Background: an optimization exercise with open tools, aiming at a short achievable clock period and few clock cycles. Do not read the settings as production practice. Function was checked by simulation only, so behaviour that the tests miss may differ from the original.

[flow/design.v]
module pc(
    input wire clk,
    input wire reset,
    input wire [31:0] next_pc,
    output reg [31:0] pc_out
);
    always @(posedge clk) begin
        if (reset)
            pc_out <= 32'h00000000;
        else
            pc_out <= next_pc;
    end
endmodule
module cpu_fetch (
    input  wire        clk,
    input  wire        reset,
    input  wire        halt,            
    input  wire        jal,             
    input  wire        jalr,            
    input  wire        branch,          
    input  wire        branch_taken,    
    input  wire [31:0] branch_target,   
    input  wire [31:0] jalr_target,     
    output wire [31:0] pc_out
);
    wire [31:0] next_pc;
    pc pc_inst (
        .clk(clk),
        .reset(reset),
        .next_pc(next_pc),
        .pc_out(pc_out)
    );
    wire [31:0] pc_plus4 = pc_out + 4;
    assign next_pc = halt ? pc_out        :
                     jal  ? branch_target :
                     jalr ? jalr_target  :
                     (branch && branch_taken) ? branch_target :
                     pc_plus4;
endmodule
module regfile (
    input wire clk,
    input wire reset,
    input wire we,                          
    input wire [4:0] rs1, rs2, rd,          
    input wire [31:0] wd,                   
    output wire [31:0] rd1, rd2             
);
    reg [31:0] regs [0:31];
    assign rd1 = (rs1 == 0) ? 0 : regs[rs1];
    assign rd2 = (rs2 == 0) ? 0 : regs[rs2];
    integer i;
    always @(posedge clk) begin
        if (reset) begin
            for (i = 0; i < 32; i = i + 1)
                regs[i] <= 0;
        end else if (we && (rd != 0)) begin
            regs[rd] <= wd;
        end
    end
endmodule
module imm_gen (
    input wire [31:0] instr,
    output reg [31:0] imm_out
);
    always @(*) begin
        case (instr[6:0])
            7'b0010011,  
            7'b0000011,  
            7'b1100111:  
                imm_out = {{20{instr[31]}}, instr[31:20]};
            7'b0100011:  
                imm_out = {{20{instr[31]}}, instr[31:25], instr[11:7]};
            7'b1100011:  
                imm_out = {{19{instr[31]}}, instr[31], instr[7], instr[30:25], instr[11:8], 1'b0};
            7'b0110111,  
            7'b0010111:  
                imm_out = {instr[31:12], 12'b0};
            7'b1101111:  
                imm_out = {{11{instr[31]}}, instr[31], instr[19:12], instr[20], instr[30:21], 1'b0};
            default:
                imm_out = 32'b0;
        endcase
    end
endmodule
module alu_control (
    input wire [1:0] ALUOp,
    input wire [2:0] funct3,
    input wire [6:0] funct7,
    output reg [3:0] alu_control
);
    always @(*) begin
        case (ALUOp)
            2'b00: alu_control = 4'b0010;   
            2'b01: alu_control = 4'b0110;   
            2'b10: begin   
                case ({funct7, funct3})
                    10'b0000000_000: alu_control = 4'b0010;  
                    10'b0100000_000: alu_control = 4'b0110;  
                    10'b0000000_001: alu_control = 4'b0100;  
                    10'b0000000_010: alu_control = 4'b0111;  
                    10'b0000000_011: alu_control = 4'b1000;  
                    10'b0000000_100: alu_control = 4'b0011;  
                    10'b0000000_101: alu_control = 4'b0101;  
                    10'b0100000_101: alu_control = 4'b1101;  
                    10'b0000000_110: alu_control = 4'b0001;  
                    10'b0000000_111: alu_control = 4'b0000;  
                    10'b0000001_000: alu_control = 4'b1001;  
                    default: alu_control = 4'b1111;  
                endcase
            end
            2'b11: begin   
                case (funct3)
                    3'b000: alu_control = 4'b0010;  
                    3'b010: alu_control = 4'b0111;  
                    3'b011: alu_control = 4'b1000;  
                    3'b100: alu_control = 4'b0011;  
                    3'b110: alu_control = 4'b0001;  
                    3'b111: alu_control = 4'b0000;  
                    3'b001: alu_control = 4'b0100;  
                    3'b101: alu_control = (funct7[5]) ? 4'b1101 : 4'b0101;  
                    default: alu_control = 4'b1111;
                endcase
            end
            default: alu_control = 4'b1111;
        endcase
    end
endmodule
module control_unit(
    input  wire [6:0] opcode,
    input  wire [2:0] funct3,
    input  wire [6:0] funct7,
    output reg  [1:0] ALUOp,
    output reg  RegWrite,
    output reg  MemRead,
    output reg  MemWrite,
    output reg  Branch,
    output reg  Jump,
    output reg  ALUSrc,
    output wire alu_ctrl_relu,
    output wire alu_ctrl_matmul,
    output wire alu_ctrl_dotprod
);
    wire is_custom0 = (opcode == 7'b0001011);
    assign alu_ctrl_relu    = is_custom0 && (funct3 == 3'b000);
    assign alu_ctrl_matmul  = is_custom0 && (funct3 == 3'b001);
    assign alu_ctrl_dotprod = is_custom0 && (funct3 == 3'b010);
    always @(*) begin
        ALUOp    = 2'b00;
        RegWrite = 0;
        MemRead  = 0;
        MemWrite = 0;
        Branch   = 0;
        Jump     = 0;
        ALUSrc   = 0;
        case (opcode)
            7'b0110011: begin  
                RegWrite = 1;
                ALUOp    = 2'b10;
                ALUSrc   = 0;
            end
            7'b0010011: begin  
                RegWrite = 1;
                ALUOp    = 2'b11;
                ALUSrc   = 1;
            end
            7'b0000011: begin  
                RegWrite = 1;
                MemRead  = 1;
                ALUOp    = 2'b00;
                ALUSrc   = 1;
            end
            7'b0100011: begin  
                MemWrite = 1;
                ALUOp    = 2'b00;
                ALUSrc   = 1;
            end
            7'b1100011: begin  
                Branch   = 1;
                ALUOp    = 2'b01;
                ALUSrc   = 0;
            end
            7'b1101111: begin  
                Jump     = 1;
                RegWrite = 1;
            end
            7'b1100111: begin  
                Jump     = 1;
                RegWrite = 1;
                ALUSrc   = 1;
                ALUOp    = 2'b00;
            end
            7'b0001011: begin  
                RegWrite = 1;
                ALUOp    = 2'b10;
            end
            default: begin
            end
        endcase
    end
endmodule
module alu (
    input wire [31:0] a, b,
    input wire [3:0] alu_control,
    input wire alu_ctrl_relu,
    input wire alu_ctrl_matmul,
    input wire alu_ctrl_dotprod,
    output reg [31:0] result,
    output wire zero
);
    assign zero = (result == 0);
    wire [31:0] relu_out = (a[31] == 1'b1) ? 32'd0 : a;
    wire [15:0] aa = a[15:0];
    wire [15:0] bb = a[31:16];
    wire [15:0] cc = b[15:0];
    wire [15:0] dd = b[31:16];
    wire [31:0] dot_out    = $signed(aa)*$signed(cc) + $signed(bb)*$signed(dd);
    wire [31:0] matmul_out = dot_out;
    always @(*) begin
        case (1'b1)
            alu_ctrl_relu:    result = relu_out;
            alu_ctrl_matmul:  result = matmul_out;
            alu_ctrl_dotprod: result = dot_out;
            default: begin
                case (alu_control)
                    4'b0000: result = a & b;                      
                    4'b0001: result = a | b;                      
                    4'b0010: result = a + b;                      
                    4'b0110: result = a - b;                      
                    4'b0011: result = a ^ b;                      
                    4'b0100: result = a << b[4:0];                
                    4'b0101: result = a >> b[4:0];                
                    4'b1101: result = $signed(a) >>> b[4:0];      
                    4'b0111: result = ($signed(a) < $signed(b)) ? 1 : 0;  
                    4'b1000: result = (a < b) ? 1 : 0;            
                    4'b1001: result = a * b;                      
                    default: result = 0;
                endcase
            end
        endcase
    end
endmodule
module execute (
    input wire clk,
    input wire reset,
    input wire we,                      
    input wire [1:0] alu_op,           
    input wire [4:0] rs1, rs2, rd,     
    input wire [31:0] instr,           
    input wire alu_src,                
    input wire [2:0] funct3,
    input wire [6:0] funct7,
    input wire alu_ctrl_relu,
    input wire alu_ctrl_matmul,
    input wire alu_ctrl_dotprod,
    input wire [31:0] wb_data,         
    output wire [31:0] alu_result,
    output wire zero,
    output wire [31:0] rd1, rd2
);
    wire [31:0] op2;
    wire [3:0] alu_control;
    wire [31:0] imm;
    regfile rf (
        .clk(clk),
        .reset(reset),
        .we(we),
        .rs1(rs1),
        .rs2(rs2),
        .rd(rd),
        .wd(wb_data),
        .rd1(rd1),
        .rd2(rd2)
    );
    alu_control alu_ctl (
        .ALUOp(alu_op),
        .funct3(funct3),
        .funct7(funct7),
        .alu_control(alu_control)
    );
    imm_gen imm_generator (
        .instr(instr),
        .imm_out(imm)
    );
    assign op2 = (alu_src) ? imm : rd2;
    alu alu_core (
        .a(rd1),
        .b(op2),
        .alu_control(alu_control),
        .alu_ctrl_relu(alu_ctrl_relu),
        .alu_ctrl_matmul(alu_ctrl_matmul),
        .alu_ctrl_dotprod(alu_ctrl_dotprod),
        .result(alu_result),
        .zero(zero)
    );
endmodule
module cpu (
    input  wire        clk,
    input  wire        reset,
    output wire [31:0] imem_addr,
    input  wire [31:0] imem_rdata,
    output wire [31:0] dmem_addr,
    output wire [31:0] dmem_wdata,
    output wire        dmem_we,
    input  wire [31:0] dmem_rdata,
    output wire        halted
);
    wire [31:0] instr = imem_rdata;
    wire [31:0] pc_out;
    wire jal, jalr;
    wire branch_taken;
    wire [31:0] branch_target, jalr_target;
    wire halt = (instr == 32'h0010_0073);
    cpu_fetch fetch_unit(
        .clk(clk),
        .reset(reset),
        .halt(halt),
        .jal(jal),
        .jalr(jalr),
        .branch(Branch),
        .branch_taken(branch_taken),
        .branch_target(branch_target),
        .jalr_target(jalr_target),
        .pc_out(pc_out)
    );
    assign imem_addr = pc_out;
    assign halted    = halt;
    wire [6:0] opcode = instr[6:0];
    wire [2:0] funct3 = instr[14:12];
    wire [6:0] funct7 = instr[31:25];
    wire [4:0] rd  = instr[11:7];
    wire [4:0] rs1 = instr[19:15];
    wire [4:0] rs2 = instr[24:20];
    wire [31:0] imm;
    imm_gen imm_unit(
        .instr(instr),
        .imm_out(imm)
    );
    wire [1:0] ALUOp;
    wire RegWrite, MemRead, MemWrite, Branch, Jump, ALUSrc;
    wire alu_ctrl_relu, alu_ctrl_matmul, alu_ctrl_dotprod;
    control_unit cu(
        .opcode(opcode),
        .funct3(funct3),
        .funct7(funct7),
        .ALUOp(ALUOp),
        .RegWrite(RegWrite),
        .MemRead(MemRead),
        .MemWrite(MemWrite),
        .Branch(Branch),
        .Jump(Jump),
        .ALUSrc(ALUSrc),
        .alu_ctrl_relu(alu_ctrl_relu),
        .alu_ctrl_matmul(alu_ctrl_matmul),
        .alu_ctrl_dotprod(alu_ctrl_dotprod)
    );
    wire [31:0] alu_result;
    wire zero;
    wire [31:0] rd1, rd2;
    wire [31:0] write_back_data;
    wire [31:0] mem_data = dmem_rdata;
    assign dmem_addr  = alu_result;
    assign dmem_wdata = rd2;
    assign dmem_we    = MemWrite;
    execute exec_unit(
        .clk(clk),
        .reset(reset),
        .we(RegWrite),
        .alu_op(ALUOp),
        .rs1(rs1),
        .rs2(rs2),
        .rd(rd),
        .instr(instr),
        .alu_src(ALUSrc),
        .funct3(funct3),
        .funct7(funct7),
        .alu_ctrl_relu(alu_ctrl_relu),
        .alu_ctrl_matmul(alu_ctrl_matmul),
        .alu_ctrl_dotprod(alu_ctrl_dotprod),
        .wb_data(write_back_data),
        .alu_result(alu_result),
        .zero(zero),
        .rd1(rd1),
        .rd2(rd2)
    );
    wire [31:0] pc_plus4 = pc_out + 4;
    assign branch_target = pc_out + imm;
    assign jalr_target   = (rd1 + imm) & 32'hffff_fffe;
    wire eq      = (rd1 == rd2);
    wire slt     = ($signed(rd1) < $signed(rd2));
    wire sltu    = (rd1 < rd2);
    reg branch_cond;
    always @(*) begin
        case (funct3)
            3'b000: branch_cond = eq;           
            3'b001: branch_cond = !eq;          
            3'b100: branch_cond = slt;          
            3'b101: branch_cond = !slt;         
            3'b110: branch_cond = sltu;         
            3'b111: branch_cond = !sltu;        
            default: branch_cond = 1'b0;
        endcase
    end
    assign branch_taken = Branch && branch_cond;
    assign jal  = Jump && (opcode == 7'b1101111);
    assign jalr = Jump && (opcode == 7'b1100111);
    assign write_back_data = jal | jalr ? pc_plus4 :
                              MemRead    ? mem_data  :
                              alu_result;
endmodule
[flow/constraint.sdc]
create_clock -name core_clock -period 24.0 [get_ports {clk}]
set_input_delay 4.8000 -clock core_clock [delete_from_list [all_inputs] [get_ports {clk}]]
set_output_delay 4.8000 -clock core_clock [all_outputs]
set_load 0.01 [all_outputs]
[flow/config.mk]
export PLATFORM = sky130hd
export DESIGN_NAME = cpu
export DESIGN_NICKNAME = cpu
export VERILOG_FILES = /design/flow/design.v
export SDC_FILE = /design/flow/constraint.sdc
export NUM_CORES = 4
export LEC_CHECK = 0
export ABC_AREA = 0
export CAP_MARGIN = 20
export CORE_MARGIN = 2
export CORE_UTILIZATION = 40
export SLEW_MARGIN = 20
[flow/run.sh]
#!/bin/bash
# synth_recipe.tcl (not shown) runs the flow's synth.tcl, then flattens the netlist and writes it again
# the make line also repeats each setting of config.mk as NAME=value (left out here)
make -C /OpenROAD-flow-scripts/flow DESIGN_CONFIG=/design/flow/config.mk WORK_HOME=/design/flow/orfs CLKGATE_MAP_FILE= SYNTH_SCRIPT=/design/flow/synth_recipe.tcl finish
==> results.txt <==
==> logic make-up after synthesis <==
group | count (synthesis) | synth area share
DFF | 1056 | 0.312
muxes | 788 | 0.144
and+or+nand+nor | 2933 | 0.122
xor gates and xnor gates | 229 | 0.0203
AOI/OAI and AO/OA | 1369 | 0.0914
adders and majority gates | 1347 | 0.234
buffers and inverters | 1868 | 0.0757
other | 1 | 0.0000373
==> cells in the mapped netlist (21+ instances only) <==
master    number
nor2_1      1533
inv_1       1144
edfxtp_1    1024
fa_1         898
nand2_1      791
mux4_2       520
ha_1         449
clkbuf_1     388
a21oi_1      334
o21ai_0      247
nor3_1       219
mux2i_1      184
xnor2_1      171
buf_2        161
a21o_1       106
nand3_1       91
mux2_2        82
buf_1         63
a211oi_1      62
o211ai_1      60
xor2_1        55
buf_4         54
o22ai_1       50
a22oi_1       45
a221oi_1      43
o21a_1        42
a31oi_1       41
and2_1        41
nand4_1       38
o21bai_1      37
nand2b_1      36
nor2b_1       35
dfxtp_1       32
o221ai_1      32
o21ai_1       28
or3_1         27
buf_6         26
and3_1        25
a22o_1        24
nor4_1        21
==> stage by stage <==
stage	std cells	hold slack, ps	worst slack [ps]
detailed placement	12800	540	1100
finish	13000	556	761
floorplan	9622	514	4380
global route	13000	571	460
CTS	13000	552	1080
global placement	12800	529	860
==> per-layer routing <==
layer	vias up	track usage	wire length [um]	share of wire
li1	33100	-	-	-
met1	42800	0.449	165000	0.34
met2	6786	0.566	212000	0.43
met3	1918	0.111	61000	0.12
met4	18	0.323	52000	0.11
met5	-	0	117	0.00024
==> worst min path at each step <==
stage                                                       endpoint  cells past startpoint
after floorplan           fetch_unit.pc_inst.pc_out[22]$_SDFFE_PP0N_                      2
after global placement    fetch_unit.pc_inst.pc_out[14]$_SDFFE_PP0N_                      2
after detailed placement  fetch_unit.pc_inst.pc_out[14]$_SDFFE_PP0N_                      2
after CTS                 fetch_unit.pc_inst.pc_out[14]$_SDFFE_PP0N_                      2
after global routing      fetch_unit.pc_inst.pc_out[14]$_SDFFE_PP0N_                      2
final                     fetch_unit.pc_inst.pc_out[14]$_SDFFE_PP0N_                      2
==> registers in the layout (all words and copies together) (netlist names) <==
name	flops
exec_unit.rf.regs	1024
fetch_unit.pc_inst.pc_out	32
==> final cells by class <==
class	instances	share of cell area
inverters	1175	0.0400
well taps	3348	0.0380
flip-flops and latches	1056	0.284
clock buffers	131	0.0247
repair buffers	544	0.0417
clock inverters	57	0.00532
multi-input cells	6698	0.565
diodes	26	0.000590
==> worst max-delay path: cells and delay by family <==
| kind | cells | cell delay, ps |
|---|---|---|
| buffers and inverters | 12 | 3820 |
| and+or+nand+nor | 2 | 460 |
| muxes | 1 | 580 |
| xor gates and xnor gates | 1 | 430 |
| adders and majority gates | 10 | 4690 |
| AOI/OAI and AO/OA | 10 | 3510 |
==> results.cfg <==
[worst_setup_path]
crit_path_end = dmem_addr[31]
worst-r2r-setup-slack_ps = 10510
required_ps = 19200
worst_r2r_endpoint = exec_unit.rf.regs[17][23]$_SDFFCE_PN0P_
crit_type = in -> out
crit_fanout = 69
worst_r2r_startpoint = exec_unit.rf.regs[13][5]$_SDFFCE_PN0P_
cp_slowest_cell = clkinv_1
cp-startpoint = imem_rdata[20]
cp.arrival_ps = 18440
max_stage_delay_ps = 950
cpMostUsedCell = fa_1
cp-end-kind = primary output
crit_path_start_kind = primary input
r2r_cells = 34

[global_routing]
grt-ovfl-total = 0
grt_pass1_wl_um = 675000
grt_max_degree = 84
grt_usage = 0.379
antenna_found_initial = 31
grt_pass1_vias = 85300

[final_layout]
fin_nets = 11000
drive_above_1_share = 0.138
multiInputGateArea_um2 = 62400
seq_area_um2 = 31400
area_growth_pct = 9.68
mostFrequentLayoutCell = nor2_1
final_area_um2 = 110000
final_util = 0.440
nFillCells = 23700
layout_common_cells = nor2_1, inv_1, edfxtp_1, fa_1, nand2_1

[run_status]
status = finished clean

[clocking]
ctsHoldBuffers = 0
clock_sinks = 1056
cts_tree = done
clockBufferDepth = 3
cts_made_buffers = 104
cts-root-buf = clkbuf_16
path_clk_slew_ps = 60
worstSkewPairLatency_ps = 760
cts-resized-gates = 0
htreeDepth = 3
post_cts_buffers = 0

[floorplanning]
initial_core_util = 0.401
io_pins = 164
row_count = 184
die_h_um = 506
core-area_um2 = 251000
die_x_um = 506
die_area_um2 = 256000

[drt]
drt_pass1_iterations = 7
num_vias = 84600
drt_wl_total_um = 490000
antenna_left = 0
wl_per_cell_um = 37.6
route.detailed.drc = 0
viasPerCell = 6.49
drt_iter0_markers = 11900

[timing]
finalClockSkew_ps = 30.4
setup_viol = 0
hold_viol = 0
setup_tns_ps = 0
rsz0062_at_grt = false
maxSlewViolCount = 0
max-slew-margin-rel = 0.0992
min_period_ps = 23240
worstMarginPinSlew_ps = 1350
max_freq_mhz = 43.0
fin_crit_sh = 0.968

[min_path]
min_path_type = reg -> reg
min_from = fetch_unit.pc_inst.pc_out[14]$_SDFFE_PP0N_

[synth]
yosys_warnings = 7
synth_edf_count = 1024
synthFlopType = edfxtp_1
synth_area_leaders = edfxtp_1, fa_1, mux4_2, nor2_1, ha_1
async_flop_share = 0
ys_types = 106
syn_inst = 9591
synth_top_area_share = 0.306
syn-cell-area_um2 = 101000
synth-seq-cells = 1056
ys_seq_area_frac = 0.312
yosys.area.top_type = edfxtp_1
synth_area_per_cell_um2 = 10.5

[placed_design]
gp_congestion = 1.08
placed_area_um2 = 107000
dp_hpwl_um = 351000
io_buffers = 163

[job]
cap_viol_max_count = 0
Testbench counts, summed over its fixed seeds: cycles 50,059.

## what the ideal ports hide
How much do the figures lean on ideal ports? The routed layout below was timed once more, with nothing changed but the port constraints.
Step 1, drivers: a clkbuf_16 drives clk and a buf_2 each remaining input, both assumed.
Step 2, shift: input delay + t, output delay - t, t = (earliest + latest rising clock arrival at the registers) / 2. This alone moves slack from input paths to output paths.
a / b / c = ideal / step 1 / step 2; a / b = the first two.
t (ns): 0.819
slack for setup (ns): 0.761 / 0.695 / 0.695
clock arrival spread, ns: 0.030 / 0.031
worst register clock-pin slew, ns: 0.07 / 0.07
After both steps this run still meets setup and hold. For this run, drivers alone change the setup slack by -0.066 ns; drivers and shift together by -0.066 ns.
